What follows belongs to an exercise in optimizing a design on an open flow for small area, a short achievable clock period and few clock cycles; a production flow would make more cautious choices. Where RTL was checked, it was by simulation tests only, not by an equivalence proof against the original. Function not checked in run 1: the RTL went through the layout flow alone. Power figures rest on the tool's default switching activity, not on a simulated workload.

<file path="design/flow/design.v">
module SME(clk,reset,chardata,isstring,ispattern,valid,match,match_index);
  input clk;
  input reset;
  input [7:0] chardata;
  input isstring;
  input ispattern;
  output match;
  output [4:0] match_index;
  output valid;
  reg match;
  reg [4:0] match_index;
  reg valid;
  reg [7:0] s [0:31];        
  reg [5:0] len;             
  reg       prev_str;        
  reg [31:0] eq_r;           
  reg        v_r;            
  reg        dol_r, star_r, shift_r, car_r;
  reg [32:0] D;              
  reg [4:0]  off;            
  reg        star_seen;
  reg [4:0]  start0;         
  integer k, j;
  wire newstr = isstring & ~prev_str;
  always @(posedge clk) begin
    if (isstring) begin
      for (k = 0; k < 31; k = k + 1) s[k] <= s[k+1];
      s[31] <= chardata;
      len <= newstr ? 6'd1 : len + 6'd1;
    end
  end
  reg [31:0] occ;
  always @(*)
    for (k = 0; k < 32; k = k + 1)
      occ[k] = ({1'b0, k[5:0]} + {1'b0, len}) >= 7'd32;
  wire is_dot  = (chardata == ".");
  wire is_dol  = (chardata == "$");
  wire is_star = (chardata == "*");
  wire is_car  = (chardata == "^");
  wire first = ispattern & ~v_r;    
  wire need = ~(is_dot | is_star);    
  wire [7:0] cmp = {chardata[7], chardata[6] & ~is_car, chardata[5] | is_car,
                    chardata[4:3] & {2{~is_car}}, chardata[2] & ~(is_car | is_dol),
                    chardata[1] & ~is_car, chardata[0]};
  always @(posedge clk) begin
    for (k = 0; k < 32; k = k + 1) eq_r[k] <= (s[k] == cmp) | ~need;
    dol_r   <= is_dol;
    star_r  <= is_star;
    car_r   <= is_car;
    shift_r <= ~(is_dol | is_star | is_car);
  end
  always @(posedge clk or posedge reset) begin
    if (reset) begin
      prev_str <= 1'b0;
      v_r <= 1'b0;
      valid <= 1'b0;
    end else begin
      prev_str <= isstring;
      v_r <= ispattern;
      valid <= v_r & ~ispattern;
    end
  end
  reg [32:0] X, Dn;
  reg [32:0] pre [0:6];
  always @(*) begin
    X[31:0] = D[31:0] & eq_r;
    X[32]   = D[32] & ~shift_r;
    pre[0] = D;                   
    for (j = 0; j < 6; j = j + 1)
      for (k = 0; k < 33; k = k + 1)
        pre[j+1][k] = ((k >> j) & 1) ? (pre[j][k] | pre[j][((k >> j) << j) - 1]) : pre[j][k];
    Dn = X;
    if (shift_r) Dn = {X[31:0], 1'b0};
    if (star_r)  Dn = pre[6];
    if (car_r)
      begin Dn[0] = D[0]; for (k = 1; k < 33; k = k + 1) Dn[k] = D[k] & (~D[k-1] | eq_r[k-1]); end
  end
  function [3:0] vtab(input [2:0] p, input [2:0] o);
    case (o)
      3'd0: vtab = {1'b0, p};
      3'd1: vtab = {1'b0, p} + 4'd1;
      3'd2: vtab = {1'b0, p} + 4'd2;
      3'd3: vtab = {1'b0, p} + 4'd3;
      3'd4: vtab = {1'b0, p} + 4'd4;
      3'd5: vtab = {1'b0, p} + 4'd5;
      3'd6: vtab = {1'b0, p} + 4'd6;
      default: vtab = {1'b0, p} + 4'd7;
    endcase
  endfunction
  function [1:0] htab(input [1:0] p, input [1:0] o);
    case (o)
      2'd0: htab = p;
      2'd1: htab = p + 2'd1;
      2'd2: htab = p + 2'd2;
      default: htab = p + 2'd3;
    endcase
  endfunction
  reg [3:0] V [0:7];
  reg [1:0] h0 [0:3], h1 [0:3];
  reg [7:0] xb, H;
  reg [3:0] any;
  reg [3:0] sb;
  reg [4:0] idxb [0:3];
  always @(*) begin
    for (k = 0; k < 8; k = k + 1) V[k] = vtab(k[2:0], off[2:0]);
    for (j = 0; j < 4; j = j + 1) begin
      h0[j] = htab(j[1:0], off[4:3]);
      h1[j] = htab(j[1:0] + 2'd1, off[4:3]);
    end
    for (j = 0; j < 4; j = j + 1) begin
      xb = X[8*j +: 8];
      any[j] = |xb;
      H = xb & ~{xb[6:0] | {xb[5:0], 1'b0} | {xb[4:0], 2'b0} | {xb[3:0], 3'b0} |
                 {xb[2:0], 4'b0} | {xb[1:0], 5'b0} | {xb[0], 6'b0}, 1'b0};
      sb = ({4{H[0]}} & V[0]) | ({4{H[1]}} & V[1]) | ({4{H[2]}} & V[2]) | ({4{H[3]}} & V[3]) |
           ({4{H[4]}} & V[4]) | ({4{H[5]}} & V[5]) | ({4{H[6]}} & V[6]) | ({4{H[7]}} & V[7]);
      idxb[j] = {sb[3] ? h1[j] : h0[j], sb[2:0]};
    end
  end
  wire [4:0] idx_now = any[0] ? idxb[0] : any[1] ? idxb[1] : any[2] ? idxb[2] :
                       any[3] ? idxb[3] : off;
  always @(posedge clk) begin
    D <= first ? {1'b0, occ} : Dn;
    off <= first ? len[4:0] : off - {4'd0, shift_r};
    star_seen <= ~first & (star_seen | star_r);
    if (star_r) start0 <= idx_now;
    match <= |X;
    match_index <= star_seen ? start0 : idx_now;
  end
endmodule
</file>
<file path="design/flow/flow/run.sh">
#!/bin/bash
# The standard layout (standard.sh, unchanged synthesis and steps), with the
# port buffers made of buf_4 cells instead of the slow delay buffers that
# buffer_ports picks on its own.
set -euo pipefail
echo 'export BUFFER_PORTS_ARGS = -buffer_cell sky130_fd_sc_hd__buf_4' >> config.mk
bash standard.sh > standard.log 2>&1
</file>
<file path="design/flow/standard.sh">
#!/bin/bash
# synth_recipe.tcl (not shown) runs the flow's synth.tcl, then flattens the netlist and writes it again
# the make line also repeats each setting of config.mk as NAME=value (left out here)
make -C /OpenROAD-flow-scripts/flow DESIGN_CONFIG=/design/flow/config.mk WORK_HOME=/design/flow/orfs CLKGATE_MAP_FILE= SYNTH_SCRIPT=/design/flow/synth_recipe.tcl "${@:-finish}"
</file>
<file path="design/flow/config.mk">
export PLATFORM = sky130hd
export DESIGN_NAME = SME
export DESIGN_NICKNAME = SME
export VERILOG_FILES = /design/flow/design.v
export SDC_FILE = /design/flow/constraint.sdc
export NUM_CORES = 4
export LEC_CHECK = 0
export ABC_CLOCK_PERIOD_IN_PS = 2800
export CAP_MARGIN = 20
export CORE_MARGIN = 2
export CORE_UTILIZATION = 40
export CTS_BUF_LIST = sky130_fd_sc_hd__clkbuf_16
export CTS_CLUSTER_DIAMETER = 80
export CTS_CLUSTER_SIZE = 25
export SETUP_SLACK_MARGIN = 3.8
export SLEW_MARGIN = 20
export BUFFER_PORTS_ARGS = -buffer_cell sky130_fd_sc_hd__buf_4
</file>
<file path="design/flow/constraint.sdc">
create_clock -name core_clock -period 6.2 [get_ports {clk}]
set_input_delay 1.2400 -clock core_clock [delete_from_list [all_inputs] [get_ports {clk}]]
set_output_delay 1.2400 -clock core_clock [all_outputs]
set_load 0.01 [all_outputs]
</file>
==> flow_metrics.tcl, run 1 <==
set metrics [dict create \
    skew_ps 32.8 \
    remaining_drc_errors 0 \
    multi_input_area_um2 7490 \
    hold_depth 2 \
    slowest_stage "or4_4" \
    drt-initial-drc-count 1249 \
    cts_max_level 1 \
    cp-end-kind "flip-flop" \
    crit_chain "or4_4 -> or3_4 -> or3_4 -> or4_4 -> o31a_1 -> nor3_4 -> a222oi_1" \
    worstReg2RegStart "D[17]" \
    holdCritPathClass "flip-flop to flip-flop" \
    dieArea_um2 43900 \
    slew_headroom 0.313 \
    synth_edf_count 268 \
    layout_common_cells "268 x edfxtp_1, 160 x xor2_1, 81 x a21oi_1, 78 x nand2_1, 77 x nand4_1" \
    fillers 3744 \
    p_int_mw 3.80 \
    drt.antenna.violating_nets 0 \
    syn2layout_area_growth_pct 17.4 \
    worstSkewPairLatency_ps 560 \
    synth_area_leader_cell "edfxtp_1" \
    yosys-top-cells-area "edfxtp_1 48%, dfxtp_1 9.4%, xor2_1 8.4%" \
    cts_root_buf "clkbuf_16" \
    clock_path_buffers 3 \
    p_sw_mw 1.53 \
    power_density_nw_per_um2 268 \
    crit_type "flip-flop to flip-flop" \
    power.total_mw 5.33 \
    fin_area_um2 19900 \
    seqPwrFrac 0.534 \
    r2r_cells 7 \
    io_buffers 18 \
    critPathArrivalTime_ps 3260 \
    synthDominantCellAreaShare 0.476 \
    drive_gt1_frac 0.171 \
    max_freq_ghz 0.349 \
    avgViaCountPerCell 5.92 \
    grt_max_degree 105 \
    final_util 0.474 \
    synthCells 1475 \
    grt.overflow.total 0 \
    finalCritPeriodShare 0.463 \
    cpPeakStageDelay_ps 540 \
    cts.clk_slew.worst_paths_ps 80 \
    swShare 0.287 \
    fin_tns_setup_ps 0 \
    postSynth.asyncResetShare 0.00857 \
    finalHoldViolations 0 \
    nets 1521 \
    period_minus_slack_ps 2870 \
    r2r_end "D[27]" \
    layout_commonest_cell "edfxtp_1" \
    status "finished clean" \
    rsz0062_at_grt "yes" \
    grtUsageTotal 0.211 \
    ys_ff_latch 350 \
    num_rows 75 \
    wire_per_inst_um 23.0 \
    place.gp.congestion 0.906 \
    pin_count 19 \
    worstMarginPinSlew_ps 1030 \
    die_h_um 210 \
    pwr-share-clk 0.280 \
    grt_pass1_wl_um 71400 \
    maxCapViolCount 0 \
    drt-total-wl_um 47200 \
    die_x_um 210 \
    cts_tree "yes" \
    cp-endpoint "D[27]" \
    ys_types 69 \
    maxSlewViolCount 0 \
    syn_avg_cell_area_um2 11.5 \
    design.core.area_um2 41900 \
    ir_drop_mv 0.255 \
    via_count 12174 \
    grt_antenna_before_repair 0 \
    p_leak_nw 6.94 \
    setup_viol 0 \
    comb_power_share 0.186 \
    startpoint_type "flip-flop" \
    startpoint "D[17]" \
    firstDrtPassIters 5 \
    regArea_um2 9750 \
    critPathRequiredTime_ps 6590 \
    place_hpwl_um 28700 \
    cts_buffers 21 \
    ys_warn_count 7 \
    numClockSinks 350 \
    syn_nets 1496 \
    synth_area_um2 16900 \
    dpl_cell_area_um2 17800 \
    start_util 0.404 \
    cp_max_fo 5 \
    rrSetupSlack_ps 3330 \
    first_global_vias 11666 \
    synth-main-ff-cell "edfxtp_1" \
    seq_area_frac_synth 0.574 \
]
[flip-flops by register name, indices dropped and copies added (netlist names), 5 cells and up, named ones only]
register	count
start0	5
D	32
eq_r	32
match_index	5
off	5
s	256
len	6
[worst max-delay path: cells and delay by family (launching register included)]
family	cells	cell delay, ps
DFF	1	350
and+or+nand+nor	5	1890
AOI/OAI and AO/OA	2	480
[metal layers]
metal | vias to the layer above | wire (um) | GRT usage
li1 | 5546 | - | -
met1 | 6097 | 20500 | 0.293
met3 | 74 | 2670 | 0.0250
met5 | - | 0 | 0
met2 | 457 | 22500 | 0.346
met4 | 0 | 1480 | 0.0697
[logic make-up after synthesis]
logic type               synth area share
AO/OA/AOI/OAI                       0.134
XOR/XNOR                            0.138
adder cells (fa/ha/maj)           0.00666
buffers and inverters              0.0261
flip-flops                          0.574
multiplexers                      0.00992
AND/OR/NAND/NOR                     0.111
[through the flow]
stage               cells  hold slack, ps  worst slack [ps]
floorplan            1475             412              3430
global placement     1961             440              2490
finish               2056             465              3330
CTS                  2042             463              3280
global route         2054             480              3270
detailed placement   1962             439              2390
[area by class of cell]
type | count | area share
flip-flops and latches | 350 | 0.491
clock inverters | 17 | 0.00643
repair buffers | 87 | 0.0580
well taps | 539 | 0.0340
inverters | 31 | 0.00630
multi-input cells | 1009 | 0.377
diodes | 2 | 0.000252
clock buffers | 21 | 0.0265
[cells in the mapped netlist, drive strengths merged (29+ instances only)]
cell	count
xnor2	104
dfxtp	79
inv	29
o21ai	109
nand4	77
xor2	163
a21oi	82
edfxtp	268
clkbuf	64
nand2	92
nor2	60
nand3	29
[power groups by stage]
stage | sequential [mW] | combinational, mW | clock, mW
after CTS | 2.84 | 0.943 | 1.53
after global placement | 2.88 | 0.800 | 0
final | 2.84 | 0.991 | 1.49
after detailed placement | 2.89 | 0.811 | 0
after floorplan | 2.84 | 0.571 | 0
after global routing | 2.86 | 1.06 | 1.62
[what timing repair did]
action / in CTS / in global routing
resized for setup: 92 / 79
buffers inserted: 31 / 10
gates cloned: 11 / 2
hold buffers: 0 / 0
setup endpoints to repair: 64 / 64
pin swaps: 21 / 41
[how the worst min path moves through the flow]
stage	from	endpoint	slack (ps)
after floorplan	start0[3]	match_index[3]	410
after global placement	start0[2]	match_index[2]	440
after detailed placement	start0[3]	match_index[3]	440
after CTS	start0[3]	match_index[3]	460
after global routing	s[2][7]	s[1][7]	480
final	start0[3]	match_index[3]	460
==> inputs of run 2 (changes only) <==
--- a/design/flow/design.v
+++ b/design/flow/design.v
@@ -65,7 +65,7 @@
   always @(*) begin
     X[31:0] = D[31:0] & eq_r;
     X[32]   = D[32] & ~shift_r;
-    pre[0] = D;                   
+    pre[0] = X;
     for (j = 0; j < 6; j = j + 1)
       for (k = 0; k < 33; k = k + 1)
         pre[j+1][k] = ((k >> j) & 1) ? (pre[j][k] | pre[j][((k >> j) << j) - 1]) : pre[j][k];
@@ -75,26 +75,6 @@
     if (car_r)
       begin Dn[0] = D[0]; for (k = 1; k < 33; k = k + 1) Dn[k] = D[k] & (~D[k-1] | eq_r[k-1]); end
   end
-  function [3:0] vtab(input [2:0] p, input [2:0] o);
-    case (o)
-      3'd0: vtab = {1'b0, p};
-      3'd1: vtab = {1'b0, p} + 4'd1;
-      3'd2: vtab = {1'b0, p} + 4'd2;
-      3'd3: vtab = {1'b0, p} + 4'd3;
-      3'd4: vtab = {1'b0, p} + 4'd4;
-      3'd5: vtab = {1'b0, p} + 4'd5;
-      3'd6: vtab = {1'b0, p} + 4'd6;
-      default: vtab = {1'b0, p} + 4'd7;
-    endcase
-  endfunction
-  function [1:0] htab(input [1:0] p, input [1:0] o);
-    case (o)
-      2'd0: htab = p;
-      2'd1: htab = p + 2'd1;
-      2'd2: htab = p + 2'd2;
-      default: htab = p + 2'd3;
-    endcase
-  endfunction
   reg [3:0] V [0:7];
   reg [1:0] h0 [0:3], h1 [0:3];
   reg [7:0] xb, H;
@@ -102,10 +82,10 @@
   reg [3:0] sb;
   reg [4:0] idxb [0:3];
   always @(*) begin
-    for (k = 0; k < 8; k = k + 1) V[k] = vtab(k[2:0], off[2:0]);
+    for (k = 0; k < 8; k = k + 1) V[k] = k[3:0] + {1'b0, off[2:0]};
     for (j = 0; j < 4; j = j + 1) begin
-      h0[j] = htab(j[1:0], off[4:3]);
-      h1[j] = htab(j[1:0] + 2'd1, off[4:3]);
+      h0[j] = off[4:3] + j[1:0];
+      h1[j] = off[4:3] + j[1:0] + 2'd1;
     end
     for (j = 0; j < 4; j = j + 1) begin
       xb = X[8*j +: 8];
==> run 2 against run 1 <==
Worst setup slack gained 370 ps. Cell count decreased by 2.1%. Clock power is essentially flat. Clock-buffer cell count did not move. Clock skew decreased by 4.3 ps. Largest cell class unchanged. Die area decreased by 1.0%. Hold slack gained 13 ps. Global-route usage is 0.69 points lower. Combinational power grew 4%. Via count fell by 2.5%. Non-clock buffer count grew 16. Critical path depth up 3.
==> flow_metrics.tcl, run 2 <==
set metrics [dict create \
    status "finished clean" \
    top_usage_layer "met1" \
    maxSlewViolCount 0 \
    synthMuxAreaShare 0.00673 \
    cts_max_level 1 \
    place_ws_ps 2470 \
    yosys.area_share.adder 0.00823 \
    ys_warn_count 7 \
    cts.clk_slew.worst_paths_ps 100 \
    fillers 3608 \
    place_hpwl_um 28700 \
    rsz0062_at_grt "yes" \
    dieArea_um2 43500 \
    synth_area_leader_cell "edfxtp_1" \
    yosys-top-cells-count "268 x edfxtp_1, 167 x xnor2_1, 101 x xor2_1" \
    via_count 11865 \
    crit_type "flip-flop to flip-flop" \
    numClockSinks 350 \
    drt.antenna.violating_nets 0 \
    grt_pass1_wl_um 68900 \
    largest_reg_flops 256 \
    io_buffers 18 \
    start_util 0.408 \
    ys_ff_latch 350 \
    worstSkewPairLatency_ps 560 \
    seq_area_frac_synth 0.580 \
    cts_tree "yes" \
    ys_types 73 \
    synth_simple_gate_area_frac 0.105 \
    synth-xor-area-share 0.140 \
    grtUsageTotal 0.204 \
    cts_buffers 20 \
    drt-initial-drc-count 1593 \
    synth-compound-area-share 0.131 \
    grt_max_degree 112 \
    grt.overflow.total 0 \
    firstDrtPassIters 7 \
    critical-path-top-delay-family "compound AO/OA/AOI/OAI gates" \
    drt-total-wl_um 46200 \
    synth-main-ff-cell "edfxtp_1" \
    clock_path_buffers 3 \
    setup_viol 0 \
    drive_gt1_frac 0.191 \
    fin_tns_setup_ps 0 \
    critPathArrivalTime_ps 2940 \
    num_rows 74 \
    layout_common_cells "268 x edfxtp_1, 108 x xnor2_1, 93 x xor2_1, 74 x nand4_1, 67 x a21oi_1" \
    first_global_vias 11288 \
    worstMarginPinSlew_ps 890 \
    layout_commonest_cell "edfxtp_1" \
    finalHoldViolations 0 \
    nets 1489 \
    reg_top3 "s: 256 flops, D: 32 flops, eq_r: 32 flops" \
    place.gp.congestion 0.912 \
    slew_headroom 0.407 \
    die_h_um 208 \
    met2_usage 0.304 \
    remaining_drc_errors 0 \
    final.setup.worst_slack_ps 3700 \
    crit_chain "a222oi_1 -> buf_4 -> buf_4 -> and4_1 -> a32oi_1 -> a311oi_2 -> nor4_2 -> xor2_1 -> buf_4 -> mux2_4" \
    skew_ps 28.5 \
    cp-end-kind "flip-flop" \
    synth_edf_count 268 \
    power_density_nw_per_um2 271 \
    cts_root_buf "clkbuf_16" \
    grtUsageMet1 0.307 \
    regArea_um2 9730 \
    multi_input_area_um2 7390 \
    crit_buf_inv 3 \
    synth_top_family_by_area "XOR/XNOR gates" \
    antenna_cells 0 \
    period_minus_slack_ps 2500 \
    finalCritPeriodShare 0.403 \
    postSynth.asyncResetShare 0.00857 \
    grt_antenna_before_repair 0 \
    critPathRequiredTime_ps 6640 \
    startpoint_type "flip-flop" \
    syn2layout_area_growth_pct 18.3 \
    synth_area_um2 16700 \
    maxCapViolCount 0 \
    yosysMostFrequentCell "edfxtp_1" \
    yosys-top-cells-area "edfxtp_1 48%, dfxtp_1 9.5%, xnor2_1 8.7%" \
    cpPeakStageDelay_ps 410 \
    synthDominantCellAreaShare 0.481 \
    synthCells 1429 \
    holdCritPathClass "flip-flop to flip-flop" \
    cp_max_fo 8 \
    ir_drop_mv 0.192 \
    syn_nets 1452 \
    syn_avg_cell_area_um2 11.7 \
    cp_common_cell "buf_4" \
    p_leak_nw 6.87 \
    slowest_stage "a222oi_1" \
    grtUsageMet3 0.0258 \
    wire_per_inst_um 22.9 \
    max_freq_ghz 0.400 \
    die_x_um 208 \
    avgViaCountPerCell 5.90 \
    pin_count 19 \
    design.core.area_um2 41000 \
    top_register "s" \
]
==> run 2: worst paths after layout <==
path	from	to	slack [ps]	cells past startpoint
worst max-delay path	D[20]	match_index[4]	3700	10
worst min-delay path	s[22][2]	s[21][2]	480	0
worst max register to register	D[20]	match_index[4]	3700	10
worst min register to register	s[22][2]	s[21][2]	480	0
max in group asynchronous	reset	valid	5490	2
min in group asynchronous	reset	prev_str	570	2
==> run 2: per-layer routing <==
metal	wire, um	up-vias	part of all wire
met3	3690	97	0.080
met5	0	-	0
met4	1720	0	0.037
met2	20000	536	0.43
met1	20800	5826	0.45
li1	-	5406	-
==> run 2: worst register-to-register path, cell delays in order, from the launching register on <==
cell and delay (ps):
dfxtp_2 370, a222oi_1 410, buf_4 200, buf_4 120
and4_1 240, a32oi_1 90, a311oi_2 320, nor4_2 90
xor2_1 170, buf_4 160, mux2_4 250
==> run 2: cells by family (layout without fill, tap and decap cells) <==
| group | Yosys count | in the layout |
|---|---|---|
| AND/OR/NAND/NOR | 338 | 343 |
| AO/OA/AOI/OAI | 332 | 332 |
| multiplexers | 10 | 10 |
| XOR/XNOR | 268 | 268 |
| adder cells (fa/ha/maj) | 11 | 11 |
| flip-flops | 350 | 350 |
| buffers and inverters | 120 | 166 |
==> run 2: report_power, final <==
part	internal, mW	switching, mW
sequential	2.70	0.150
combinational	0.475	0.555
clock	0.655	0.843
total	3.83	1.55
==> run 2: final cells by class <==
cell class              count  share of cell area
multi-input cells         964               0.373
inverters                  27             0.00619
repair buffers            103              0.0620
flip-flops and latches    350               0.492
clock buffers              21              0.0265
well taps                 532              0.0336
clock inverters            15             0.00664
==> run 2: timing repair <==
action,4_1_cts,5_1_grt
hold buffers,0,0
cloned,9,4
gates resized for setup,84,47
pin swaps,32,31
endpoints found under the setup margin,60,111
setup buffers,43,18
==> run 2: through the flow <==
stage               utilization  hold WS (ps)  std cells  total power, mW  area [um^2]
floorplan                     -           421       1429             3.40        17400
global placement          0.433           443       1901             3.67        17800
detailed placement        0.433           456       1901             3.68        17800
finish                    0.483           478       2012             5.37        19800
CTS                       0.471           478       1989             5.36        19300
global route              0.483           489       2012             5.56        19800
Testbench counts of run 2, summed over its fixed seeds: cycles 16,721.
==> inputs of run 3 (changes only) <==
--- a/design/flow/config.mk
+++ b/design/flow/config.mk
@@ -12,6 +12,6 @@
 export CTS_BUF_LIST = sky130_fd_sc_hd__clkbuf_16
 export CTS_CLUSTER_DIAMETER = 80
 export CTS_CLUSTER_SIZE = 25
-export SETUP_SLACK_MARGIN = 3.8
+export SETUP_SLACK_MARGIN = 3.6
 export SLEW_MARGIN = 20
 export BUFFER_PORTS_ARGS = -buffer_cell sky130_fd_sc_hd__buf_4
==> run 3 against run 2 <==
Sequential share of layout area up 3.2 points. Combinational power down 13%. Global-route usage down 0.13 points. Hold slack worse by 20 ps. Wire length down 0.93%. Synthesized cell count unchanged. Non-clock buffer count down 48. Area after synthesis unchanged. Critical endpoint is now eq_r[21]. Largest cell class unchanged. Highest routed layer unchanged.
==> flow_metrics.tcl, run 3 <==
set metrics [dict create \
    status "finished clean" \
    synth_area_um2 16700 \
    ys_warn_count 7 \
    dpl_cell_area_um2 17300 \
    cpPeakStageDelay_ps 240 \
    startpoint_type "primary input" \
    via_count 11524 \
    nets 1442 \
    cts_root_buf "clkbuf_16" \
    max_freq_ghz 0.395 \
    critPathRequiredTime_ps 6680 \
    ys_ff_latch 350 \
    cts_buffers 22 \
    antenna_cells 0 \
    grt_pass1_wl_um 67800 \
    synth_area_leader_cell "edfxtp_1" \
    syn_nets 1452 \
    grt.overflow.total 0 \
    layout_commonest_cell "edfxtp_1" \
    yosys-top-cells-area "edfxtp_1 48%, dfxtp_1 9.5%, xnor2_1 8.7%" \
    finalCritPeriodShare 0.408 \
    grt_antenna_before_repair 0 \
    remaining_drc_errors 0 \
    cp-end-kind "flip-flop" \
    yosys-top-cells-count "268 x edfxtp_1, 167 x xnor2_1, 101 x xor2_1" \
    holdCritPathClass "flip-flop to flip-flop" \
    cts_tree "yes" \
    die_x_um 208 \
    power_density_nw_per_um2 286 \
    drt.antenna.violating_nets 0 \
    dieArea_um2 43500 \
    avgViaCountPerCell 5.86 \
    numClockSinks 350 \
    worstMarginPinSlew_ps 1200 \
    worst_hold_slack_ps 458 \
    skew_ps 17.9 \
    syn_avg_cell_area_um2 11.7 \
    fillers 3739 \
    setup_viol 0 \
    layout_common_cells "268 x edfxtp_1, 167 x xnor2_1, 100 x xor2_1, 74 x nand4_1, 73 x dfxtp_1" \
    grtUsageTotal 0.203 \
    slowest_stage "clkbuf_16" \
    largest_reg_flops 256 \
    synthCells 1429 \
    syn2layout_area_growth_pct 11.0 \
    first_global_vias 10918 \
    synth-main-ff-cell "edfxtp_1" \
    comb_power_share 0.170 \
    reg_top3 "s: 256 flops, D: 32 flops, eq_r: 32 flops" \
    p_int_mw 3.77 \
    firstDrtPassIters 6 \
    worstSkewPairLatency_ps 560 \
    final_cells 1966 \
    synthDominantCellAreaShare 0.481 \
    clock_path_buffers 3 \
    cp_max_fo 8 \
    wire_per_inst_um 23.3 \
    slew_headroom 0.198 \
    yosysMostFrequentCell "edfxtp_1" \
    synth_edf_count 268 \
    place_hpwl_um 30200 \
    drive_gt1_frac 0.104 \
    ir_drop_mv 0.189 \
    p_leak_nw 6.15 \
    design.core.area_um2 41000 \
    place.gp.congestion 0.904 \
    crit_type "primary input to flip-flop" \
    dp.cells 1898 \
    drt-total-wl_um 45700 \
    cts.hold.buffers_added 0 \
    pin_count 19 \
    seq_area_frac_synth 0.580 \
    final_util 0.452 \
    period_minus_slack_ps 2530 \
    fin_area_um2 18600 \
    io_buffers 18 \
    cts.clk_slew.worst_paths_ps 80 \
    num_rows 74 \
    pwr-share-clk 0.297 \
    drt-initial-drc-count 1329 \
    crit_chain "buf_4 -> and3b_1 -> and4_4 -> nand2_4 -> inv_2 -> nor2_4 -> clkbuf_16 -> xor2_1 -> nand4_1 -> o21ai_1" \
    top_register "s" \
    ys_types 73 \
    swShare 0.290 \
    critPathArrivalTime_ps 3010 \
    p_sw_mw 1.54 \
    postSynth.asyncResetShare 0.00857 \
    fin_tns_setup_ps 0 \
    maxCapViolCount 0 \
    maxSlewViolCount 0 \
    die_h_um 208 \
    grt_max_degree 144 \
    start_util 0.408 \
    rsz0062_at_grt "no" \
    cts_max_level 1 \
    seqPwrFrac 0.533 \
    finalHoldViolations 0 \
]
[run 3: logic make-up after synthesis]
group | synth area share
adder cells (fa/ha/maj) | 0.00823
buffers and inverters | 0.0286
AO/OA/AOI/OAI | 0.131
flip-flops | 0.580
XOR/XNOR | 0.140
multiplexers | 0.00673
AND/OR/NAND/NOR | 0.105
[run 3: routing by layer]
layer / global-route usage / up-vias / share of wire
met1: 0.259 / 5763 / 0.42
met4: 0.0925 / 0 / 0.049
li1: - / 5307 / -
met3: 0.0228 / 87 / 0.047
met2: 0.347 / 367 / 0.48
met5: 0 / - / 0
[run 3: area by class of cell]
| class | count | area (um^2) | share of cell area |
|---|---|---|---|
| Sequential cell | 350 | 9720 | 0.524 |
| Multi-Input combinational cell | 963 | 6750 | 0.364 |
| Tap cell | 532 | 666 | 0.0359 |
| Timing Repair Buffer | 55 | 576 | 0.0310 |
| Clock buffer | 22 | 551 | 0.0297 |
| Clock inverter | 17 | 183 | 0.00984 |
| Inverter | 27 | 113 | 0.00607 |
[run 3: critical path: cells and delay by family]
family	cells	cell delay [ps]
AND/OR/NAND/NOR	5	960
buffers and inverters	3	450
AO/OA/AOI/OAI	1	200
XOR/XNOR	1	160
[run 3: what timing repair did]
action / in CTS / in global routing
resized for setup: 37 / 28
endpoints found under the setup margin: 69 / 43
buffers inserted: 8 / 13
pin swaps: 8 / 8
gates cloned: 4 / 4
[run 3: path summary, 6_finish.rpt]
kind | start | endpoint | slack (ps) | depth (start not counted)
setup / recovery | chardata[2] | eq_r[21] | 3670 | 10
hold / removal | start0[2] | match_index[2] | 460 | 2
setup reg to reg | eq_r[9] | start0[3] | 3690 | 8
hold reg to reg | start0[2] | match_index[2] | 460 | 2
max in group asynchronous | reset | valid | 5480 | 2
min in group asynchronous | reset | prev_str | 560 | 2
[run 3: power groups by stage]
stage	clock network, mW	registers [mW]	logic [mW]
after floorplan	0	2.83	0.525
after global placement	0	2.88	0.770
after detailed placement	0	2.88	0.771
after CTS	1.62	2.83	0.828
after global routing	1.69	2.85	0.953
final	1.58	2.83	0.900
[run 3: through the flow]
step                setup WS, ps  total power [mW]
detailed placement          2360              3.65
global route                3600              5.49
CTS                         3610              5.28
finish                      3670              5.31
global placement            2390              3.65
floorplan                   3590              3.35
==> inputs of run 4 (changes only) <==
==> design/flow/run.sh (new file) <==
#!/bin/bash
# synth_recipe.tcl (not shown) runs the flow's synth.tcl, then flattens the netlist and writes it again
# the make line also repeats each setting of config.mk as NAME=value (left out here)
make -C /OpenROAD-flow-scripts/flow DESIGN_CONFIG=/design/flow/config.mk WORK_HOME=/design/flow/orfs CLKGATE_MAP_FILE= SYNTH_SCRIPT=/design/flow/synth_recipe.tcl finish
--- a/design/flow/config.mk
+++ b/design/flow/config.mk
@@ -5,7 +5,7 @@
 export SDC_FILE = /design/flow/constraint.sdc
 export NUM_CORES = 4
 export LEC_CHECK = 0
-export ABC_CLOCK_PERIOD_IN_PS = 2800
+export ABC_CLOCK_PERIOD_IN_PS = 2000
 export CAP_MARGIN = 20
 export CORE_MARGIN = 2
 export CORE_UTILIZATION = 40
@@ -14,4 +14,3 @@
 export CTS_CLUSTER_SIZE = 25
 export SETUP_SLACK_MARGIN = 3.6
 export SLEW_MARGIN = 20
-export BUFFER_PORTS_ARGS = -buffer_cell sky130_fd_sc_hd__buf_4
removed: design/flow/flow/run.sh
removed: design/flow/standard.sh
==> run 4 against run 3 <==
Fmax rose by 0.63%. Wire length fell by 2.4%. Combinational power fell by 2%. Via count rose by 0.19%. Critical path type is now flip-flop to flip-flop. Synthesized cell count did not move. Clock power rose by 3%. Hold slack barely moved. Global-route usage fell by 0.33 points. Sequential power barely moved. Die area did not move. Highest routed layer unchanged. Clock-buffer cell count rose by 1.
==> flow_metrics.tcl, run 4 <==
set metrics [dict create \
    cp-endpoint "match_index[4]" \
    grt_max_degree 95 \
    numClockSinks 350 \
    r2r_end "match_index[4]" \
    synth_edf_count 268 \
    route.met3.wl_um 2430 \
    holdCritPathClass "flip-flop to flip-flop" \
    synth_top_family_by_area "XOR/XNOR gates" \
    cp-end-kind "flip-flop" \
    critPathRequiredTime_ps 6640 \
    highest_layer "met4" \
    synthMuxAreaShare 0.00673 \
    crit_buf_inv 1 \
    syn_nets 1452 \
    swShare 0.283 \
    yosys-top-cells-count "268 x edfxtp_1, 167 x xnor2_1, 101 x xor2_1" \
    largest_reg_flops 256 \
    grt_antenna_before_repair 2 \
    nets 1451 \
    worstMarginPinSlew_ps 924 \
    synthCells 1429 \
    drive_gt1_frac 0.100 \
    skew_ps 32.8 \
    place_hpwl_um 28100 \
    worstReg2RegStart "eq_r[12]" \
    drt-initial-drc-count 1220 \
    p_sw_mw 1.51 \
    layout_commonest_cell "edfxtp_1" \
    worstSkewPairLatency_ps 580 \
    hold_start "s[24][3]" \
    r2r_cells 8 \
    crit_type "flip-flop to flip-flop" \
    cpPeakStageDelay_ps 420 \
    rrSetupSlack_ps 3690 \
    start_util 0.408 \
    pin_count 19 \
    fin_tns_setup_ps 0 \
    reg_top3 "s: 256 flops, D: 32 flops, eq_r: 32 flops" \
    first_global_vias 11076 \
    period_minus_slack_ps 2510 \
    setup_viol 0 \
    slew_headroom 0.384 \
    synth_simple_gate_area_frac 0.105 \
    cts_tree "yes" \
    max_freq_ghz 0.398 \
    cp_max_fo 8 \
    critPathArrivalTime_ps 2960 \
    syn2layout_area_growth_pct 11.6 \
    io_buffers 18 \
    top_register "s" \
    crit_cells 8 \
    cts.clk_slew.worst_paths_ps 100 \
    die_x_um 208 \
    seqPwrFrac 0.530 \
    ys_ff_latch 350 \
    maxCapViolCount 0 \
    syn_avg_cell_area_um2 11.7 \
    postSynth.asyncResetShare 0.00857 \
    synth-xor-area-share 0.140 \
    grt.overflow.total 0 \
    dieArea_um2 43500 \
    pwr-share-clk 0.305 \
    synth-compound-area-share 0.131 \
    drt.antenna.violating_nets 0 \
    critical-path-top-delay-family "compound AO/OA/AOI/OAI gates" \
    design.core.area_um2 41000 \
    status "finished clean" \
    power_density_nw_per_um2 286 \
    cts_max_level 1 \
    clock_path_buffers 3 \
    finalCritPeriodShare 0.405 \
    yosysMostFrequentCell "edfxtp_1" \
    final.setup.worst_slack_ps 3690 \
    synth_area_leader_cell "edfxtp_1" \
    avgViaCountPerCell 5.84 \
    drt-total-wl_um 44600 \
    synthDominantCellAreaShare 0.481 \
    place_ws_ps 2170 \
    startpoint "eq_r[12]" \
    slowest_stage "a222oi_1" \
    die_h_um 208 \
    synth-main-ff-cell "edfxtp_1" \
    remaining_drc_errors 0 \
    firstDrtPassIters 6 \
    grtUsageTotal 0.200 \
    yosys.area_share.adder 0.00823 \
    p_leak_nw 6.20 \
    ys_types 73 \
    num_rows 74 \
    synth_area_um2 16700 \
    place.gp.congestion 0.921 \
    ir_drop_mv 0.202 \
    maxSlewViolCount 0 \
    via_count 11546 \
    cts_buffers 23 \
    wl_met1_um 19600 \
    p_int_mw 3.83 \
    seq_area_frac_synth 0.580 \
    grt_pass1_wl_um 67300 \
    wire_per_inst_um 22.6 \
    rsz0062_at_grt "yes" \
    startpoint_type "flip-flop" \
    finalHoldViolations 0 \
    cts.hold.buffers_added 0 \
    layout_common_cells "268 x edfxtp_1, 167 x xnor2_1, 99 x xor2_1, 74 x nand4_1, 71 x dfxtp_1" \
    antenna_cells 0 \
    wl_met2_um 21400 \
    comb_power_share 0.165 \
    crit_chain "a222oi_1 -> buf_4 -> and4_2 -> nand2_2 -> a211oi_1 -> nor4_2 -> xor2_1 -> mux2_4" \
    ys_warn_count 7 \
    yosys-top-cells-area "edfxtp_1 48%, dfxtp_1 9.5%, xnor2_1 8.7%" \
    cts_root_buf "clkbuf_16" \
]
==> run 4: cell counts after synthesis <==
No cell type changed its count.
==> run 4: how the worst min path moves through the flow <==
stage	end	cells after the start
finish	s[23][3]	0
global route	s[1][7]	0
CTS	s[1][7]	0
detailed placement	match_index[2]	2
global placement	match_index[2]	2
floorplan	match_index[2]	2
==> run 4: power by group through the flow <==
stage	sequential (mW)	combinational, mW	clock (mW)
finish	2.83	0.880	1.63
global route	2.85	0.948	1.75
CTS	2.83	0.802	1.67
detailed placement	2.88	0.763	0
global placement	2.88	0.758	0
floorplan	2.83	0.525	0
==> run 4: through the flow <==
step	area (um^2)	std cells	hold WS, ps	power [mW]	util
CTS	18500	1962	458	5.30	0.451
detailed placement	17400	1904	443	3.64	0.424
floorplan	17000	1429	421	3.35	-
finish	18700	1977	458	5.34	0.455
global route	18700	1977	468	5.54	0.455
global placement	17400	1904	434	3.63	0.424
==> run 4: final cells by class <==
class	count	area, um^2
Tap cell	532	666
Timing Repair Buffer	63	666
Fill cell	3750	22400
Multi-Input combinational cell	963	6730
Clock buffer	23	576
Inverter	27	113
Clock inverter	19	189
Sequential cell	350	9720
==> run 4: timing repair <==
item,in CTS,in global routing
pin swaps,9,6
setup buffers,9,13
resized for setup,65,23
cloned,7,2
setup endpoints to repair,77,38
==> run 4: cells by family (layout without fill, tap and decap cells) <==
group	Yosys count	count (layout)
AO/OA/AOI/OAI	332	332
buffers and inverters	120	132
XOR/XNOR	268	268
AND/OR/NAND/NOR	338	342
flip-flops	350	350
adder cells (fa/ha/maj)	11	11
multiplexers	10	10
==> run 4: per-layer routing <==
layer  up-vias  GRT usage
li1       5309          -
met1      5773      0.275
met2       411      0.334
met3        53     0.0229
met4         0     0.0548
met5         -          0
==> inputs of run 5 (changes only) <==
==> design/flow/config.mk (replaced) <==
export PLATFORM = sky130hd
export DESIGN_NAME = SME
export DESIGN_NICKNAME = SME
export VERILOG_FILES = /design/flow/design.v
export SDC_FILE = /design/flow/constraint.sdc
export NUM_CORES = 4
export LEC_CHECK = 0
export ABC_CLOCK_PERIOD_IN_PS = 2800
export CAP_MARGIN = 20
export CORE_MARGIN = 2
export CORE_UTILIZATION = 40
export CTS_BUF_LIST = sky130_fd_sc_hd__clkbuf_16
export CTS_CLUSTER_DIAMETER = 80
export CTS_CLUSTER_SIZE = 25
export SETUP_SLACK_MARGIN = 3.5
export SLEW_MARGIN = 20
==> run 5 against run 4 <==
Critical path depth rose by 3. Hold slack improved by 12 ps. Clock power fell by 6%. Power fell by 2.2%. Fmax fell by 5.2%. Critical endpoint is now eq_r[21].
==> flow_metrics.tcl, run 5 <==
set metrics [dict create \
    status "finished clean" \
    cts_buffers 21 \
    design.core.area_um2 41000 \
    grt_max_degree 117 \
    layout_common_cells "268 x edfxtp_1, 167 x xnor2_1, 98 x xor2_1, 74 x dfxtp_1, 74 x nand4_1" \
    via_count 11577 \
    yosysMostFrequentCell "edfxtp_1" \
    grt_antenna_before_repair 1 \
    avgViaCountPerCell 5.87 \
    rsz0062_at_grt "no" \
    cts_max_level 1 \
    startpoint_type "primary input" \
    ir_drop_mv 0.193 \
    start_util 0.408 \
    skew_ps 20.1 \
    largest_reg_flops 256 \
    num_rows 74 \
    power_density_nw_per_um2 280 \
    seq_area_frac_synth 0.580 \
    pwr-share-clk 0.295 \
    ys_ff_latch 350 \
    nets 1448 \
    grtUsageTotal 0.196 \
    comb_power_share 0.160 \
    worstMarginPinSlew_ps 1080 \
    cp-end-kind "flip-flop" \
    postSynth.asyncResetShare 0.00857 \
    period_minus_slack_ps 2650 \
    dieArea_um2 43500 \
    die_x_um 208 \
    remaining_drc_errors 0 \
    io_buffers 18 \
    seqPwrFrac 0.545 \
    ys_types 73 \
    cts_tree "yes" \
    p_leak_nw 6.21 \
    synthCells 1429 \
    synthDominantCellAreaShare 0.481 \
    maxCapViolCount 0 \
    yosys-top-cells-area "edfxtp_1 48%, dfxtp_1 9.5%, xnor2_1 8.7%" \
    wire_per_inst_um 22.2 \
    max_freq_ghz 0.377 \
    drive_gt1_frac 0.0944 \
    worstSkewPairLatency_ps 550 \
    antenna_cells 0 \
    p_sw_mw 1.48 \
    synth_area_um2 16700 \
    syn2layout_area_growth_pct 11.6 \
    critPathArrivalTime_ps 3120 \
    finalHoldViolations 0 \
    grt.overflow.total 0 \
    cts_root_buf "clkbuf_16" \
    power.total_mw 5.22 \
    place.gp.congestion 0.920 \
    pin_count 19 \
    critPathRequiredTime_ps 6670 \
    numClockSinks 350 \
    cp_max_fo 5 \
    drt-total-wl_um 43900 \
    firstDrtPassIters 5 \
    slew_headroom 0.277 \
    swShare 0.284 \
    drt-initial-drc-count 1357 \
    drt.antenna.violating_nets 0 \
    clock_path_buffers 3 \
    fin_tns_setup_ps 0 \
    yosys-top-cells-count "268 x edfxtp_1, 167 x xnor2_1, 101 x xor2_1" \
    grt_pass1_wl_um 66700 \
    first_global_vias 11013 \
    reg_top3 "s: 256 flops, D: 32 flops, eq_r: 32 flops" \
    syn_avg_cell_area_um2 11.7 \
    die_h_um 208 \
    finalCritPeriodShare 0.428 \
    ys_warn_count 7 \
    layout_commonest_cell "edfxtp_1" \
    hold_depth 0 \
    holdCritPathClass "flip-flop to flip-flop" \
    synth-main-ff-cell "edfxtp_1" \
    syn_nets 1452 \
    place_hpwl_um 26800 \
    crit_type "primary input to flip-flop" \
    maxSlewViolCount 0 \
    p_int_mw 3.74 \
    cts.clk_slew.worst_paths_ps 100 \
    r2r_cells 9 \
    setup_viol 0 \
    top_register "s" \
    cts.hold.buffers_added 0 \
    synth_area_leader_cell "edfxtp_1" \
    synth_edf_count 268 \
]
run 5: timing repair:
item,in CTS,in global routing
resized for setup,55,25
buffers inserted,15,7
endpoints found under the setup margin,55,46
cloned,6,3
pin swaps,4,5
run 5: cell type report:
class,instances,area [um^2]
clock inverters,17,161
well taps,532,666
clock buffers,21,526
inverters,27,103
multi-input cells,965,6760
fillers,3744,22300
flip-flops and latches,350,9720
repair buffers,60,741
run 5: per-layer routing:
metal,wire length [um],track usage
met1,19800,0.281
met2,20000,0.310
met3,3000,0.0285
met4,1090,0.0558
met5,0,0
run 5: cell families after synthesis:
family | Yosys count | share of synthesized area
adders and majority gates | 11 | 0.00823
buffers and inverters | 120 | 0.0286
and+or+nand+nor | 338 | 0.105
xor gates and xnor gates | 268 | 0.140
DFF | 350 | 0.580
muxes | 10 | 0.00673
AOI/OAI and AO/OA | 332 | 0.131
run 5: power groups by stage:
stage	Clock (mW)	Sequential, mW	Combinational [mW]
after floorplan	0	2.83	0.515
after detailed placement	0	2.89	0.750
after global placement	0	2.88	0.746
after CTS	1.59	2.84	0.803
after global routing	1.66	2.86	0.896
final	1.54	2.84	0.836
run 5: worst max-delay path: stages:
cell and delay, ps:
clkdlybuf4s15_2 270, and3b_1 180, and4_4 250, nand2_4 50
buf_4 170, o311ai_4 90, buf_6 170, buf_4 140
xor2_1 150, nand4_1 160, o21ai_2 240
run 5: path summary, 6_finish.rpt:
path,start,slack (ps),endpoint
setup / recovery,chardata[4],3550,eq_r[21]
hold / removal,s[17][7],470,s[16][7]
setup reg to reg,off[2],3570,start0[2]
hold reg to reg,s[17][7],470,s[16][7]
max in group asynchronous,reset,5210,v_r
min in group asynchronous,reset,860,valid
run 5: through the flow:
stage               setup WS, ps  cell area (um^2)  instances  hold slack (ps)   util
detailed placement          2020             17400       1902              455  0.423
finish                      3550             18700       1972              470  0.455
CTS                         3420             18500       1961              472  0.450
floorplan                   3510             16800       1429              421      -
global route                3490             18700       1972              482  0.455
global placement            1780             17400       1902              442  0.423
==> inputs of run 6 (changes only) <==
--- a/design/flow/config.mk
+++ b/design/flow/config.mk
@@ -12,5 +12,5 @@
 export CTS_BUF_LIST = sky130_fd_sc_hd__clkbuf_16
 export CTS_CLUSTER_DIAMETER = 80
 export CTS_CLUSTER_SIZE = 25
-export SETUP_SLACK_MARGIN = 3.5
+export SETUP_SLACK_MARGIN = 3.7
 export SLEW_MARGIN = 20
==> run 6 against run 5 <==
Still clean. First-iteration DRC count decreased by 6.0%. Critical endpoint is now match_index[4]. Register-to-register slack improved by 110 ps. Cell area increased by 1.1%. Die area unchanged. Cell count increased by 0.20%. Wire length increased by 4.9%.
==> flow_metrics.tcl, run 6 <==
set metrics [dict create \
    ys_ff_latch 350 \
    cts_root_buf "clkbuf_16" \
    synthDominantCellAreaShare 0.481 \
    fillers 3761 \
    numClockSinks 350 \
    hold_depth 2 \
    dpl_cell_area_um2 17400 \
    slew_headroom 0.436 \
    worst_hold_slack_ps 460 \
    synth_edf_count 268 \
    clock_path_buffers 3 \
    drt-total-wl_um 46000 \
    top_usage_layer "met2" \
    worstSkewPairLatency_ps 560 \
    r2r_cells 7 \
    design.core.area_um2 41000 \
    cts.hold.buffers_added 0 \
    crit_type "flip-flop to flip-flop" \
    final_cells 1976 \
    num_rows 74 \
    rsz0062_at_grt "yes" \
    postSynth.asyncResetShare 0.00857 \
    grt.overflow.total 0 \
    ys_types 73 \
    syn2layout_area_growth_pct 12.8 \
    met2_usage 0.318 \
    syn_nets 1452 \
    status "finished clean" \
    maxSlewViolCount 0 \
    first_global_vias 11025 \
    grt_max_degree 111 \
    grtUsageMet1 0.297 \
    ir_drop_mv 0.183 \
    nets 1454 \
    regArea_um2 9720 \
    cp_max_fo 8 \
    cp-end-kind "flip-flop" \
    syn_avg_cell_area_um2 11.7 \
    finalHoldViolations 0 \
    yosys-top-cells-area "edfxtp_1 48%, dfxtp_1 9.5%, xnor2_1 8.7%" \
    maxCapViolCount 0 \
    startpoint_type "flip-flop" \
    pin_count 19 \
    synthCells 1429 \
    fin_area_um2 18900 \
    synth_area_leader_cell "edfxtp_1" \
    setup_viol 0 \
    layout_common_cells "268 x edfxtp_1, 158 x xnor2_1, 97 x xor2_1, 74 x nand4_1" \
    largest_reg_flops 256 \
    power_density_nw_per_um2 279 \
    worstMarginPinSlew_ps 845 \
    final.setup.worst_slack_ps 3680 \
    yosys-top-cells-count "268 x edfxtp_1, 167 x xnor2_1, 101 x xor2_1" \
    critPathArrivalTime_ps 2960 \
    cts.clk_slew.worst_paths_ps 100 \
    grtUsageMet3 0.0254 \
    via_count 11722 \
    synth_area_um2 16700 \
    place_hpwl_um 27400 \
    synth-main-ff-cell "edfxtp_1" \
    antenna_cells 0 \
    die_h_um 208 \
    io_buffers 18 \
    wire_per_inst_um 23.3 \
    critPathRequiredTime_ps 6640 \
    grtUsageTotal 0.206 \
    fin_tns_setup_ps 0 \
    max_freq_ghz 0.396 \
    grt_antenna_before_repair 0 \
    start_util 0.408 \
    yosysMostFrequentCell "edfxtp_1" \
    drive_gt1_frac 0.113 \
    place.gp.congestion 0.914 \
    cts_max_level 1 \
    skew_ps 19.8 \
    period_minus_slack_ps 2520 \
    firstDrtPassIters 5 \
    multi_input_area_um2 6880 \
    ys_warn_count 7 \
    cts_tree "yes" \
    avgViaCountPerCell 5.93 \
    drt-initial-drc-count 1275 \
    drt.antenna.violating_nets 0 \
    die_x_um 208 \
    holdCritPathClass "flip-flop to flip-flop" \
    seq_area_frac_synth 0.580 \
    top_register "s" \
    finalCritPeriodShare 0.407 \
    dieArea_um2 43500 \
    cts_buffers 20 \
    layout_commonest_cell "edfxtp_1" \
    place_ws_ps 2290 \
    p_leak_nw 6.32 \
    reg_top3 "s: 256 flops, D: 32 flops, eq_r: 32 flops" \
    remaining_drc_errors 0 \
    grt_pass1_wl_um 68600 \
    dp.cells 1902 \
]
run 6: cell counts after synthesis:
No cell type changed its count.
run 6: per-stage QoR:
stage	utilization	power, mW
floorplan	-	3.36
global placement	0.425	3.64
detailed placement	0.425	3.64
CTS	0.455	5.27
global route	0.460	5.45
finish	0.460	5.26
run 6: routing by layer:
| metal | share of wire | up-vias |
|---|---|---|
| met4 | 0.035 | 0 |
| met2 | 0.45 | 457 |
| met1 | 0.45 | 5856 |
| met5 | 0 | - |
| met3 | 0.058 | 81 |
| li1 | - | 5328 |
run 6: cell families after synthesis:
kind of cell | Yosys count | share of synthesized area
muxes | 10 | 0.00673
DFF | 350 | 0.580
buffers and inverters | 120 | 0.0286
AOI/OAI and AO/OA | 332 | 0.131
xor gates and xnor gates | 268 | 0.140
and+or+nand+nor | 338 | 0.105
adders and majority gates | 11 | 0.00823
run 6: power breakdown:
group / internal (mW) / switching (mW)
clock: 0.664 / 0.829
combinational: 0.411 / 0.532
sequential: 2.70 / 0.133
run 6: path summary, 6_finish.rpt:
| check | from | endpoint | slack, ps |
|---|---|---|---|
| hold / removal | start0[2] | match_index[2] | 460 |
| min in group asynchronous | reset | v_r | 890 |
| setup / recovery | eq_r[12] | match_index[4] | 3680 |
| setup reg to reg | eq_r[12] | match_index[4] | 3680 |
| hold reg to reg | start0[2] | match_index[2] | 460 |
| max in group asynchronous | reset | valid | 5150 |
run 6: repair_timing:
action,4_1_cts,5_1_grt
gates cloned,11,2
pin swaps,12,12
endpoints found under the setup margin,83,91
buffers inserted,15,11
gates resized for setup,81,33
run 6: worst max-delay path: stages, from the launching register on:
cell	delay [ps]
dfxtp_1	410
a222oi_1	500
and4_2	440
nand2_2	150
a211oi_1	350
nor4_2	100
xor2_1	160
mux2_4	270
run 6: final cells by class:
type | instances | share of cell area
Sequential cell | 350 | 0.515
Multi-Input combinational cell | 965 | 0.364
Timing Repair Buffer | 67 | 0.0440
Tap cell | 532 | 0.0353
Clock buffer | 20 | 0.0265
Clock inverter | 15 | 0.00835
Inverter | 27 | 0.00636
==> inputs of run 7 (changes only) <==
--- a/design/flow/config.mk
+++ b/design/flow/config.mk
@@ -8,9 +8,9 @@
 export ABC_CLOCK_PERIOD_IN_PS = 2800
 export CAP_MARGIN = 20
 export CORE_MARGIN = 2
-export CORE_UTILIZATION = 40
+export CORE_UTILIZATION = 60
 export CTS_BUF_LIST = sky130_fd_sc_hd__clkbuf_16
 export CTS_CLUSTER_DIAMETER = 80
 export CTS_CLUSTER_SIZE = 25
-export SETUP_SLACK_MARGIN = 3.7
+export SETUP_SLACK_MARGIN = 3.6
 export SLEW_MARGIN = 20
==> run 7 against run 6 <==
Combinational power is 4.9% lower. Non-clock buffer count is 15 lower. Fmax is 2.5% lower. First-iteration DRC count is 8.2% higher. Wire length is 7.4% lower. Critical path depth is 3 lower. Register-to-register slack worse by 50 ps. Hold slack better by 11 ps. Sequential power hardly changed. Critical path type is now primary input to flip-flop.
==> flow_metrics.tcl, run 7 <==
set metrics [dict create \
    status "finished clean" \
    io_buffers 18 \
    seq_area_frac_synth 0.580 \
    drt-initial-drc-count 1379 \
    holdCritPathClass "flip-flop to flip-flop" \
    dieArea_um2 29200 \
    drt-total-wl_um 42600 \
    synth_edf_count 268 \
    p_leak_nw 6.15 \
    syn_avg_cell_area_um2 11.7 \
    maxCapViolCount 0 \
    grt_max_degree 157 \
    maxSlewViolCount 0 \
    layout_commonest_cell "edfxtp_1" \
    cp-end-kind "flip-flop" \
    cts_buffers 19 \
    synthCells 1429 \
    dpl_cell_area_um2 17200 \
    antenna_cells 0 \
    nets 1437 \
    ir_drop_mv 0.215 \
    grt_pass1_wl_um 63700 \
    yosys-top-cells-area "edfxtp_1 48%, dfxtp_1 9.5%, xnor2_1 8.7%" \
    synth_area_leader_cell "edfxtp_1" \
    fin_tns_setup_ps 0 \
    avgViaCountPerCell 6.41 \
    fin_area_um2 18300 \
    via_count 11574 \
    grt.overflow.total 0 \
    hold_start "s[16][6]" \
    drive_gt1_frac 0.0883 \
    num_rows 61 \
    grtUsageTotal 0.289 \
    critPathRequiredTime_ps 6610 \
    ys_warn_count 7 \
    place.gp.congestion 0.935 \
    critPathArrivalTime_ps 2990 \
    rrSetupSlack_ps 3630 \
    ys_ff_latch 350 \
    numClockSinks 350 \
    place_hpwl_um 25900 \
    min_to "s[15][6]" \
    syn2layout_area_growth_pct 9.61 \
    top_register "s" \
    firstDrtPassIters 10 \
    cts_root_buf "clkbuf_16" \
    r2r_cells 8 \
    yosys-top-cells-count "268 x edfxtp_1, 167 x xnor2_1, 101 x xor2_1" \
    drt.antenna.violating_nets 0 \
    wire_per_inst_um 23.6 \
    synthDominantCellAreaShare 0.481 \
    synth_area_um2 16700 \
    slew_headroom 0.302 \
    finalHoldViolations 0 \
    reg_top3 "s: 256 flops, D: 32 flops, eq_r: 32 flops" \
    worstMarginPinSlew_ps 1040 \
    place_ws_ps 2360 \
    yosysMostFrequentCell "edfxtp_1" \
    skew_ps 20.0 \
    power_density_nw_per_um2 279 \
    final.setup.worst_slack_ps 3610 \
    start_util 0.605 \
    cts.clk_slew.worst_paths_ps 100 \
    syn_nets 1452 \
    crit_type "primary input to flip-flop" \
    worstReg2RegStart "eq_r[20]" \
    finalCritPeriodShare 0.417 \
    largest_reg_flops 256 \
    power.total_mw 5.11 \
    pin_count 19 \
    die_h_um 171 \
    r2r_end "start0[3]" \
    dp.cells 1747 \
    layout_common_cells "268 x edfxtp_1, 167 x xnor2_1, 99 x xor2_1, 74 x nand4_1, 73 x dfxtp_1" \
    period_minus_slack_ps 2590 \
    worstSkewPairLatency_ps 540 \
    cts_tree "yes" \
    postSynth.asyncResetShare 0.00857 \
    top_usage_layer "met2" \
    startpoint_type "primary input" \
    synth-main-ff-cell "edfxtp_1" \
    ys_types 73 \
    max_freq_ghz 0.387 \
    remaining_drc_errors 0 \
    die_x_um 171 \
    fillers 2115 \
    setup_viol 0 \
    grtUsageMet1 0.392 \
    cts.hold.buffers_added 0 \
    design.core.area_um2 27600 \
    first_global_vias 10988 \
    cp_max_fo 21 \
    final_cells 1805 \
    grtUsageMet3 0.0479 \
    grt_antenna_before_repair 0 \
    cts_max_level 1 \
    met2_usage 0.473 \
    rsz0062_at_grt "yes" \
    hold_depth 0 \
    clock_path_buffers 3 \
]
==> run 7: cells by family (layout without fill, tap and decap cells) <==
| kind of cell | count (synthesis) | in the layout | share of synthesized area |
|---|---|---|---|
| AOI/OAI and AO/OA | 332 | 332 | 0.131 |
| muxes | 10 | 10 | 0.00673 |
| DFF | 350 | 350 | 0.580 |
| adders and majority gates | 11 | 11 | 0.00823 |
| buffers and inverters | 120 | 113 | 0.0286 |
| and+or+nand+nor | 338 | 343 | 0.105 |
| xor gates and xnor gates | 268 | 268 | 0.140 |
==> run 7: worst max-delay path, cell delays in order <==
cell and delay (ps):
clkdlybuf4s50_1 750, nand2b_2 440, nor2_1 410, a31oi_1 140
==> run 7: layout make-up <==
class                   instances  area [um^2]  area share
flip-flops and latches        350         9720       0.530
clock buffers                  19          475      0.0259
multi-input cells             964         6790       0.370
inverters                      27          109     0.00594
well taps                     378          473      0.0258
repair buffers                 52          632      0.0345
clock inverters                15          134     0.00730
==> run 7: routing by layer <==
layer	wire, um	vias up	share of wire
met1	17500	5685	0.41
met4	1300	0	0.031
met2	20600	503	0.48
met3	3170	90	0.074
met5	0	-	0
li1	-	5296	-
==> run 7: what timing repair did <==
item | CTS | global route
setup buffers | 11 | 3
cloned | 7 | 3
endpoints found under the setup margin | 81 | 46
pin swaps | 7 | 7
endpoints found under the hold margin | 0 | 0
gates resized for setup | 69 | 31
==> run 7: worst max path at each step <==
stage,startpoint,end,slack (ps),depth (start not counted)
global placement,chardata[5],eq_r[2],2480,8
detailed placement,chardata[5],eq_r[31],2360,8
global route,ispattern,D[15],3560,4
floorplan,chardata[0],eq_r[10],3590,10
CTS,off[2],start0[3],3610,9
finish,ispattern,D[30],3610,4
==> run 7: power breakdown <==
part	internal, mW	switching, mW
Combinational	0.372	0.524
Sequential	2.70	0.133
Clock	0.625	0.763
Total	3.69	1.42
==> run 7: metrics by stage <==
stage	util	hold WS, ps
global placement	0.622	438
finish	0.664	471
global route	0.664	483
floorplan	-	421
detailed placement	0.622	454
CTS	0.657	471
==> inputs of run 8 (changes only) <==
--- a/design/flow/config.mk
+++ b/design/flow/config.mk
@@ -8,7 +8,7 @@
 export ABC_CLOCK_PERIOD_IN_PS = 2800
 export CAP_MARGIN = 20
 export CORE_MARGIN = 2
-export CORE_UTILIZATION = 60
+export CORE_UTILIZATION = 40
 export CTS_BUF_LIST = sky130_fd_sc_hd__clkbuf_16
 export CTS_CLUSTER_DIAMETER = 80
 export CTS_CLUSTER_SIZE = 25
==> run 8 against run 7 <==
Flip-flop and latch count stayed put. Global-route usage down 8.9 points. Critical path type is now flip-flop to flip-flop. Largest power group unchanged. Clock-buffer cell count is 4 higher. Wire length increased by 4.8%. Sequential share of layout area shrank 0.91 points. Combinational power is 2% lower. Cell count rose by 9.5%. Utilization shrank 21 points. Critical path depth grew 4. Fmax rose by 2.9%.
==> flow_metrics.tcl, run 8 <==
set metrics [dict create \
    yosys-top-cells-count "268 x edfxtp_1, 167 x xnor2_1, 101 x xor2_1" \
    ys_ff_latch 350 \
    drive_gt1_frac 0.100 \
    cp_max_fo 8 \
    finalHoldViolations 0 \
    design.core.area_um2 41000 \
    cts.clk_slew.worst_paths_ps 100 \
    remaining_drc_errors 0 \
    ys_warn_count 7 \
    place_hpwl_um 28100 \
    grt.overflow.total 0 \
    rrSetupSlack_ps 3690 \
    synth_edf_count 268 \
    grt_antenna_before_repair 2 \
    numClockSinks 350 \
    final_cells 1977 \
    status "finished clean" \
    first_global_vias 11076 \
    startpoint_type "flip-flop" \
    maxSlewViolCount 0 \
    grt_pass1_wl_um 67300 \
    synthCells 1429 \
    drt-initial-drc-count 1220 \
    final_util 0.455 \
    place.gp.congestion 0.921 \
    syn_avg_cell_area_um2 11.7 \
    p_leak_nw 6.20 \
    postSynth.asyncResetShare 0.00857 \
    crit_chain "a222oi_1 -> buf_4 -> and4_2 -> nand2_2 -> a211oi_1 -> nor4_2 -> xor2_1 -> mux2_4" \
    slowest_stage "a222oi_1" \
    wire_per_inst_um 22.6 \
    power_density_nw_per_um2 286 \
    reg_top3 "s: 256 flops, D: 32 flops, eq_r: 32 flops" \
    maxCapViolCount 0 \
    pin_count 19 \
    cts_buffers 23 \
    antenna_cells 0 \
    grt_max_degree 95 \
    holdCritPathClass "flip-flop to flip-flop" \
    seq_area_frac_synth 0.580 \
    nets 1451 \
    worstSkewPairLatency_ps 580 \
    num_rows 74 \
    cts_root_buf "clkbuf_16" \
    synth-main-ff-cell "edfxtp_1" \
    setup_viol 0 \
    critPathRequiredTime_ps 6640 \
    dieArea_um2 43500 \
    crit_type "flip-flop to flip-flop" \
    die_h_um 208 \
    die_x_um 208 \
    synth_area_leader_cell "edfxtp_1" \
    yosys-top-cells-area "edfxtp_1 48%, dfxtp_1 9.5%, xnor2_1 8.7%" \
    clock_path_buffers 3 \
    syn2layout_area_growth_pct 11.6 \
    ir_drop_mv 0.202 \
    avgViaCountPerCell 5.84 \
    largest_reg_flops 256 \
    crit_buf_inv 1 \
    top_register "s" \
    firstDrtPassIters 6 \
    place_ws_ps 2170 \
    finalCritPeriodShare 0.405 \
    yosysMostFrequentCell "edfxtp_1" \
    syn_nets 1452 \
    cts.hold.buffers_added 0 \
    final.setup.worst_slack_ps 3690 \
    io_buffers 18 \
    slew_headroom 0.384 \
    ys_types 73 \
    drt-total-wl_um 44600 \
    worstMarginPinSlew_ps 924 \
    grtUsageTotal 0.200 \
    layout_common_cells "268 x edfxtp_1, 167 x xnor2_1, 99 x xor2_1, 74 x nand4_1, 71 x dfxtp_1" \
    via_count 11546 \
    cpPeakStageDelay_ps 420 \
    synthDominantCellAreaShare 0.481 \
    rsz0062_at_grt "yes" \
    layout_commonest_cell "edfxtp_1" \
    drt.antenna.violating_nets 0 \
    critical-path-top-delay-family "compound AO/OA/AOI/OAI gates" \
    period_minus_slack_ps 2510 \
    max_freq_ghz 0.398 \
    start_util 0.408 \
    synth_area_um2 16700 \
    cp-end-kind "flip-flop" \
    cts_tree "yes" \
    skew_ps 32.8 \
    fillers 3750 \
    cts_max_level 1 \
    critPathArrivalTime_ps 2960 \
    fin_tns_setup_ps 0 \
    dp.cells 1904 \
]
[run 8: cell count changes in the layout (fill, tap and decap cells not counted), sizes merged, moves of 2 or more]
cell,previous run,this run
inv,39,37
buf,36,50
clkinvlp,0,5
clkbuf,23,25
[run 8: final cells by class]
class	instances	area, um^2	share of cell area
tap	532	666	0.0357
multi-input combinational	963	6730	0.361
timing repair buffer	63	666	0.0357
inverter	27	113	0.00603
clock buffer	23	576	0.0308
sequential	350	9720	0.521
clock inverter	19	189	0.0101
[run 8: power breakdown]
group          switching (mW)  leakage, nW  internal, mW  total, mW
clock network           0.869        0.384         0.758       1.63
logic                   0.508         2.51         0.373      0.880
registers               0.134         3.31          2.70       2.83
total                    1.51         6.20          3.83       5.34
[run 8: final timing paths]
check	endpoint	from	cells after the start
setup / recovery	match_index[4]	eq_r[12]	8
hold / removal	s[23][3]	s[24][3]	0
setup reg to reg	match_index[4]	eq_r[12]	8
hold reg to reg	s[23][3]	s[24][3]	0
max in group asynchronous	prev_str	reset	2
min in group asynchronous	valid	reset	2
[run 8: layer usage]
layer  routed length (um)  global-route usage
met1                19600               0.275
met2                21400               0.334
met3                 2430              0.0229
met4                 1140              0.0548
met5                    0                   0
[run 8: per-stage QoR]
stage	hold slack [ps]	power, mW	cell area [um^2]
floorplan	421	3.35	17000
global placement	434	3.63	17400
detailed placement	443	3.64	17400
CTS	458	5.30	18500
global route	468	5.54	18700
finish	458	5.34	18700
[run 8: repair_timing]
item / 4_1_cts / 5_1_grt
buffers inserted: 9 / 13
cloned: 7 / 2
gates resized for setup: 65 / 23
pin swaps: 9 / 6
endpoints found under the setup margin: 77 / 38
[run 8: logic make-up after synthesis]
family,count (synthesis),synth area share
flip-flops,350,0.580
AND/OR/NAND/NOR,338,0.105
AO/OA/AOI/OAI,332,0.131
XOR/XNOR,268,0.140
buffers and inverters,120,0.0286
adder cells (fa/ha/maj),11,0.00823
multiplexers,10,0.00673

-- port drivers added, routing unchanged --
In the flow no input, the clock included, has a driving cell. The finished layouts below were timed again as built, in two steps.
Step 1, drivers: a clkbuf_16 drives clk and a buf_2 each remaining input, both assumed.
Step 2 moves the port delays by t, midway between the first and last clock arrival at a register: inputs arrive t later, outputs are due t later. That takes back most of the time a late clock gives input paths.
Slacks: ideal ports / drivers / drivers and shift; pairs: ideal ports / drivers.
run	t, ns	setup slack, ns	hold slack, ns
run 1	0.601	3.332 / 3.332 / 3.086	0.465 / 0.465 / 0.465
run 2	0.602	3.702 / 3.702 / 3.155	0.478 / 0.478 / 0.478
run 3	0.606	3.670 / 3.688 / 3.095	0.458 / 0.458 / 0.458
run 4	0.621	3.686 / 3.686 / 3.105	0.458 / 0.458 / 0.458
run 5	0.595	3.548 / 3.494 / 2.982	0.470 / 0.470 / 0.470
run 6	0.603	3.676 / 3.676 / 3.133	0.460 / 0.460 / 0.460
run 7	0.583	3.613 / 3.628 / 3.061	0.471 / 0.471 / 0.471
run 8	0.621	3.686 / 3.686 / 3.105	0.458 / 0.458 / 0.458
After both steps every run listed still meets setup and hold.
